Source: an optimization exercise on an open RTL-to-GDS flow (aim: small area and a short achievable clock period). Production flows keep margins and buffers that such runs may drop.
Power figures rest on the tool's default switching activity, not on a simulated workload.

## exp/indigo
==> flow/design.v <==
`timescale 1ns / 1ps
module processor_top (
    input wire clk,
    input wire resetn,
    input wire [15:0] instruction_input,
    input wire mem_write,
    output wire [15:0] PC_out
);
    integer i;
    reg st_e, st_w;                  
    wire st_f = ~st_e & ~st_w;
    always @(posedge clk or negedge resetn) begin
        if (!resetn) begin
            st_e <= 1'b0;
            st_w <= 1'b0;
        end else begin
            st_e <= st_f;
            st_w <= st_e;
        end
    end
    reg  [15:0] pc;
    wire [15:0] pc_next;
    always @(posedge clk or negedge resetn) begin
        if (!resetn)
            pc <= 16'd0;
        else if (st_w)
            pc <= pc_next;
    end
    assign PC_out = pc;
    reg [15:0] imem [0:31];
    reg [4:0]  ra;
    always @(posedge clk) begin
        for (i = 0; i < 32; i = i + 1)
            if (mem_write && pc[4:0] == i)
                imem[i] <= instruction_input;
    end
    always @(posedge clk or negedge resetn) begin
        if (!resetn)
            ra <= 5'd0;
        else
            ra <= pc[4:0];
    end
    reg [15:0] imem_q;
    always @(*) begin
        imem_q = 16'd0;
        for (i = 0; i < 32; i = i + 1)
            imem_q = imem_q | ({16{ra == i}} & imem[i]);
    end
    reg [15:0] ir;
    always @(posedge clk) begin
        if (st_f)
            ir <= imem_q;
    end
    wire [3:0] op = ir[15:12];
    wire [3:0] fn = ir[7:4];
    wire [3:0] rd = ir[11:8];
    wire [3:0] rs = ir[3:0];
    wire op_rr   = (op == 4'b0000);
    wire op_mem  = (op == 4'b0100);
    wire is_sub  = (op == 4'b1001) | (op == 4'b1011) | (op_rr & (fn == 4'b1001 | fn == 4'b1011));
    wire is_sext = (op == 4'b0101) | (op == 4'b1001) | (op == 4'b1011);
    wire is_zext = (op == 4'b0001) | (op == 4'b0010) | (op == 4'b0011) | (op == 4'b1101);
    wire is_lui  = (op == 4'b1111);
    wire is_lshi = (op == 4'b1000) & (fn[3:1] == 3'b000);
    wire c_sum   = (op == 4'b0101) | (op == 4'b1001) | (op_rr & (fn == 4'b0101 | fn == 4'b1001));
    wire c_and   = (op == 4'b0001) | (op_rr & fn == 4'b0001);
    wire c_xor   = (op == 4'b0011) | (op_rr & fn == 4'b0011);
    wire c_pass  = (op == 4'b1101) | is_lui | (op_rr & fn == 4'b1101);
    wire c_sh    = (op == 4'b1000);
    wire c_ld    = op_mem & (fn == 4'b0000);
    wire c_or    = (op == 4'b0010) | (op_rr & ~(fn == 4'b0101 | fn == 4'b1001 | fn == 4'b1011 |
                                                fn == 4'b0001 | fn == 4'b0011 | fn == 4'b1101));
    wire wen     = c_sum | c_and | c_xor | c_pass | c_sh | c_ld | c_or;
    reg [15:0] rf [0:15];
    reg [15:0] rv;
    wire [15:0] wd;
    wire        rf_we = st_w & wen;
    always @(posedge clk) begin
        for (i = 0; i < 16; i = i + 1)
            if (rf_we && rd == i)
                rf[i] <= wd;
    end
    always @(posedge clk or negedge resetn) begin
        if (!resetn)
            rv <= 16'd0;
        else
            for (i = 0; i < 16; i = i + 1)
                if (rf_we && rd == i)
                    rv[i] <= 1'b1;
    end
    reg [15:0] rdat_d, rdat_s;
    always @(*) begin
        rdat_d = 16'd0;
        rdat_s = 16'd0;
        for (i = 0; i < 16; i = i + 1) begin
            rdat_d = rdat_d | ({16{rd == i && rv[i]}} & rf[i]);
            rdat_s = rdat_s | ({16{rs == i && rv[i]}} & rf[i]);
        end
    end
    reg [15:0] A, B;
    wire [15:0] yimm = is_lui  ? {ir[7:0], 8'h00} :
                       is_lshi ? {11'd0, ir[4:0]} :
                                 {{8{is_sext & ir[7]}}, ir[7:0]};
    wire        use_imm = is_sext | is_zext | is_lui | is_lshi;
    wire [15:0] y = use_imm ? yimm : rdat_s;
    always @(posedge clk) begin
        A <= rdat_d;
        B <= is_sub ? ~y : y;
    end
    reg [15:0] dmem [0:31];
    reg        sp;                   
    always @(posedge clk) begin
        sp <= st_e & op_mem & (fn == 4'b0100);
        for (i = 0; i < 32; i = i + 1)
            if (sp && B[4:0] == i)
                dmem[i] <= A;
    end
    reg [15:0] mdata;
    always @(*) begin
        mdata = 16'd0;
        for (i = 0; i < 32; i = i + 1)
            mdata = mdata | ({16{B[4:0] == i}} & dmem[i]);
    end
    wire z = ~|(A | B);
    reg  taken;
    always @(*) begin
        case (rd)
            4'd0, 4'd13: taken = z;
            4'd1, 4'd12: taken = ~z;
            4'd3, 4'd5, 4'd7, 4'd9, 4'd10, 4'd14: taken = 1'b1;
            default: taken = 1'b0;
        endcase
    end
    wire is_jal = op_mem & (fn == 4'b1000);
    wire is_jc  = op_mem & (fn == 4'b1100);
    wire is_bc  = (op == 4'b1100);
    wire jump   = is_jal | (is_jc & taken);
    wire inc    = ~(is_bc & taken) | ir[0];
    assign pc_next = jump ? B : pc + {15'd0, inc};
    wire [15:0] sum = A + B + {15'd0, is_sub};
    wire [31:0] shx = {16'd0, A} << {~B[4], B[3:0]};
    assign wd = ({16{c_sum}}  & sum)      |
                ({16{c_and}}  & (A & B))  |
                ({16{c_or}}   & (A | B))  |
                ({16{c_xor}}  & (A ^ B))  |
                ({16{c_pass}} & B)        |
                ({16{c_sh}}   & shx[31:16]) |
                ({16{c_ld}}   & mdata);
endmodule
==> flow/config.mk <==
export PLATFORM = sky130hd
export DESIGN_NAME = processor_top
export DESIGN_NICKNAME = processor_top
export VERILOG_FILES = /design/flow/design.v
export SDC_FILE = /design/flow/constraint.sdc
export NUM_CORES = 4
export LEC_CHECK = 0
export CAP_MARGIN = 20
export CORE_MARGIN = 2
export CORE_UTILIZATION = 40
export CTS_BUF_LIST = sky130_fd_sc_hd__clkbuf_4 sky130_fd_sc_hd__clkbuf_8
export CTS_CLUSTER_SIZE = 30
export SLEW_MARGIN = 20
==> flow/constraint.sdc <==
create_clock -name core_clock -period 15.0 [get_ports {clk}]
set_input_delay 3.0000 -clock core_clock [delete_from_list [all_inputs] [get_ports {clk}]]
set_output_delay 3.0000 -clock core_clock [all_outputs]
set_load 0.01 [all_outputs]
run.sh (not shown) runs the stock make flow with config.mk's settings and CLKGATE_MAP_FILE= SYNTH_SCRIPT=/design/flow/synth_recipe.tcl, a recipe that flattens the netlist after the stock synthesis.
Here is what was changed in the inputs of exp/delta compared with exp/indigo.
- CTS_BUF_LIST removed (was sky130_fd_sc_hd__clkbuf_4 sky130_fd_sc_hd__clkbuf_8)
- CTS_CLUSTER_SIZE removed (was 30)
Between exp/delta and exp/indigo, the difference in arithmetic-cell share of the synthesized area counting full adders, half adders and majority gates is negligible.
Compared with exp/indigo, exp/delta shows a higher overall power consumption.
In the tables for exp/delta and exp/indigo, detailed-routed wire length on met2 reads higher with exp/indigo.
Changes observed in exp/delta relative to exp/indigo: setup slack picked up an extra 190 ps, non-clock buffer count lost 1.
The inputs of exp/umber differ from those of exp/delta as listed below.
==> flow/flow/run.sh (new file) <==
#!/bin/bash
# The standard layout (the standard.sh: ORFS synthesis through finish), with timing repair
# asked to keep more setup slack than the clock period needs, so that it also shortens the paths
# that already meet the clock. The clock, constraints and everything else are the standard flow's.
set -euo pipefail
bash standard.sh SETUP_SLACK_MARGIN=10.8 finish > make_finish.log 2>&1
==> flow/standard.sh (new file) <==
#!/bin/bash
# synth_recipe.tcl (not shown) runs the flow's synth.tcl, then flattens the netlist and writes it again
# the make line also repeats each setting of config.mk as NAME=value (left out here)
make -C /OpenROAD-flow-scripts/flow DESIGN_CONFIG=/design/flow/config.mk WORK_HOME=/design/flow/orfs CLKGATE_MAP_FILE= SYNTH_SCRIPT=/design/flow/synth_recipe.tcl "${@:-finish}"
removed: flow/run.sh
--- outcome ---
exp/umber ended with more design area than exp/delta. In the metrics for exp/umber and exp/delta, the one carrying the higher share of the clock period used by the worst path is exp/delta. exp/umber against exp/delta: synthesized-area fraction occupied by adder cells flat; half-perimeter wire length of the detailed placement result flat; number of gates resized after CTS up 130; multi-input gate share of the layout cell area flat. Any difference in clock network contribution to total cell area between exp/delta and exp/umber is small enough to ignore. Re total CTS buffers: no difference whatsoever between exp/umber and exp/delta.
No functional check of the RTL was part of any run of this note.

==> port drivers added, routing unchanged <==
The results above use ideal ports. As a check the final layouts listed here were re-extracted and re-timed, cells and wires unchanged.
Step 1 (the two cells are an assumption about what drives the block):
set clk [get_ports {clk}]
set_driving_cell -lib_cell sky130_fd_sc_hd__clkbuf_16 $clk
set_driving_cell -lib_cell sky130_fd_sc_hd__buf_2 [delete_from_list [all_inputs] $clk]
Step 2 also shifts input and output timing later by t, the mid clock arrival at the registers, as if the neighbouring blocks saw the same clock.
a / b / c = ideal ports / drivers / drivers and shift; a / b = the first two.
run | shift t [ns] | setup WS [ns] | cell pins on the clock port's net
exp/indigo | 1.010 | 9.581 / 9.503 / 9.432 | 1
exp/delta | 0.855 | 9.772 / 9.696 / 9.393 | 1
exp/umber | 0.853 | 10.538 / 10.461 / 9.877 | 1
After both steps setup and hold are still met in every run listed. For exp/umber, which loses most, drivers alone change the setup slack by -0.077 ns; drivers and shift together by -0.661 ns.
